From an optimization exercise on the open Yosys and OpenROAD flow, aimed at small area and a short achievable clock period; shortcuts taken in it are not production practice. In this exercise RTL edits were held to simulation tests only and were not proved equivalent to the original. Power and IR drop assume default switching activity.

// ex_cluster
module ex_cluster(input         CLK,
                  input         reset,
                  input         ALUSrcD1,
                  input  [3:0]  ALUControlD1,
                  input         BranchD1,
                  input         BranchND1,
                  input  [31:0] RDD11,
                  input  [31:0] RDD21,
                  input  [31:0] ExtImmD1,
                  input  [31:0] PCPlus41,
                  input  [3:0]  TagD1,
                  input         PredD1,
                  input         ALUSrcD2,
                  input  [3:0]  ALUControlD2,
                  input         BranchD2,
                  input         BranchND2,
                  input  [31:0] RDD12,
                  input  [31:0] RDD22,
                  input  [31:0] ExtImmD2,
                  input  [31:0] PCPlus42,
                  input  [3:0]  TagD2,
                  input         PredD2,
                  input         ALUSrcD3,
                  input  [3:0]  ALUControlD3,
                  input  [31:0] RDD13,
                  input  [31:0] RDD23,
                  input  [31:0] ExtImmD3,
                  input  [3:0]  TagD3,
                  input         ALUSrcD4,
                  input  [3:0]  ALUControlD4,
                  input  [31:0] RDD14,
                  input  [31:0] RDD24,
                  input  [31:0] ExtImmD4,
                  input  [3:0]  TagD4,
                  output        PCSrc1,
                  output [31:0] ALUOutE1,
                  output [3:0]  TagoE1,
                  output [31:0] PCBranch1,
                  output [4:0]  BTAPTag1,
                  output [31:0] BTAPAddr1,
                  output        PCSrc2,
                  output [31:0] ALUOutE2,
                  output [3:0]  TagoE2,
                  output [31:0] PCBranch2,
                  output [4:0]  BTAPTag2,
                  output [31:0] BTAPAddr2,
                  output [31:0] ALUOutE3,
                  output [31:0] WriteDataE3,
                  output [3:0]  TagoE3,
                  output [31:0] ALUOutE4,
                  output [3:0]  TagoE4);
export LEC_CHECK = 0
export CAP_MARGIN = 20
export CORE_MARGIN = 2
export CORE_UTILIZATION = 40
export SLEW_MARGIN = 20
create_clock -name core_clock -period 10.0 [get_ports {CLK}]
standard.sh (not shown) runs the stock make flow with config.mk's settings and CLKGATE_MAP_FILE= SYNTH_SCRIPT=/design/flow/synth_recipe.tcl, a recipe that flattens the netlist after the stock synthesis.
==> flow/flow/run.sh <==
#!/bin/bash
# The standard layout (standard.sh) with these changes:
#  - synthesis maps the logic with ABC scripts of its own (flow/synth.tcl)
#    and without Yosys's full-adder extraction;
#  - port buffers are sky130_fd_sc_hd__buf_1 cells;
#  - timing repair up to clock tree synthesis aims for 6.2 ns of setup
#    slack, and after global routing for 6 ns.
# make's full output goes to make_cts.log and make_finish.log in the work folder.
set -euo pipefail
export OWN_WORK="$PWD"
export OWN_FLOW="$PWD/flow"
common=("SYNTH_SCRIPT=$PWD/flow/synth.tcl" ADDER_MAP_FILE=
        "BUFFER_PORTS_ARGS=-buffer_cell sky130_fd_sc_hd__buf_1")
bash standard.sh "${common[@]}" SETUP_SLACK_MARGIN=6.2  cts > make_cts.log 2>&1
bash standard.sh "${common[@]}" SETUP_SLACK_MARGIN=6  finish > make_finish.log 2>&1
==> flow/flow/abc_in.script <==
strash
dch
map -B 0.9
topo
stime -c
buffer -c
upsize -c
dnsize -c
==> flow/flow/abc_out.script <==
strash
dch -f
map -D 400
topo
buffer -p
upsize -D 400
dnsize -D 400
stime -p
==> flow/flow/synth.tcl <==
# The standard synthesis (synth_recipe.tcl in the work folder), with one
# change in the technology mapping of the logic: ABC first maps the logic
# between the registers and the output ports with a tight delay target
# (flow/abc_out.script), then all other logic (flow/abc_in.script).
# Registers are mapped before ABC runs, exactly as in the standard synthesis.
proc abc {args} {
  set i [lsearch -exact $args -script]
  if {$i >= 0} { set args [lreplace $args $i [expr {$i + 1}]] }
  set j [lsearch -exact $args -D]
  if {$j >= 0} { set args [lreplace $args $j [expr {$j + 1}]] }
  yosys select -set outcone o:* %cie*
  yosys abc -script $::env(OWN_FLOW)/abc_out.script {*}$args @outcone
  yosys select -clear
  yosys opt_clean
  yosys abc -script $::env(OWN_FLOW)/abc_in.script {*}$args
}
source $::env(OWN_WORK)/synth_recipe.tcl
The baseline completed without violations.
Edit:
--- a/flow/design.v
+++ b/flow/design.v
@@ -8,23 +8,23 @@
            input         ext_en,
            output [31:0] result,
            output        eq);
   wire        sub = alucontrol[3] | (alucontrol[1] & ~alucontrol[2]);
   wire        s_im = alusrc;
   wire        s_r2 = ~alusrc & ~sub;
   wire        s_nr = ~alusrc & sub;
   wire [31:0] bx  = ({32{s_im}} & imm) | ({32{s_r2}} & r2) | ({32{s_nr}} & ~r2);
   wire [31:0] p   = a ^ bx;
   wire [31:0] g   = a & bx;
   wire [31:0] G0 = {g[31:1], g[0] | (p[0] & sub)};
-  wire [31:0] P0 = a | bx;
+  wire [31:0] P0 = p;
   wire [31:0] G1, P1;
   assign G1[0] = G0[0];
   assign P1[0] = P0[0];
   assign G1[1] = G0[1] | (P0[1] & G0[0]);
   assign P1[1] = P0[1] & P0[0];
   assign G1[2] = G0[2];
   assign P1[2] = P0[2];
   assign G1[3] = G0[3] | (P0[3] & G0[2]);
   assign P1[3] = P0[3] & P0[2];
   assign G1[4] = G0[4];
   assign P1[4] = P0[4];
Result: Total power climbs by a few percent; non-clock buffer count climbs by 13; die area falls slightly; cell count decreases by a few percent; synthesized cell count went down by a few percent; cell area went up slightly; clock power rises by roughly a tenth; critical path depth rises by 4.

==> afterwards: timing with drivers on the ports <==
The flow's constraints put no driver on any port. The routed layouts listed below were extracted and timed again, unchanged, in two steps. Step 1, drivers: a clkbuf_16 drives CLK and a buf_2 each remaining input, both assumed. Step 2 adds t to the input delays and takes it off the output delays; t is the mean of the earliest and latest rising clock arrival at the registers after step 1. Input paths then give back, and output paths get back, about the clock's delay inside the block. a / b / c = no drivers / after step 1 / after step 2; a / b = the first two.
run | shift t [ns] | setup WS [ns] | slew at the worst register clock pin (ns)
the first run | 0.647 | 6.069 / 6.013 / 5.504 | 0.07 / 0.07
the second run | 0.658 | 6.099 / 6.109 / 5.478 | 0.07 / 0.07
After both steps every run listed still meets setup and hold. For the second run, which loses most, drivers alone change the setup slack by +0.010 ns; drivers and shift together by -0.621 ns.
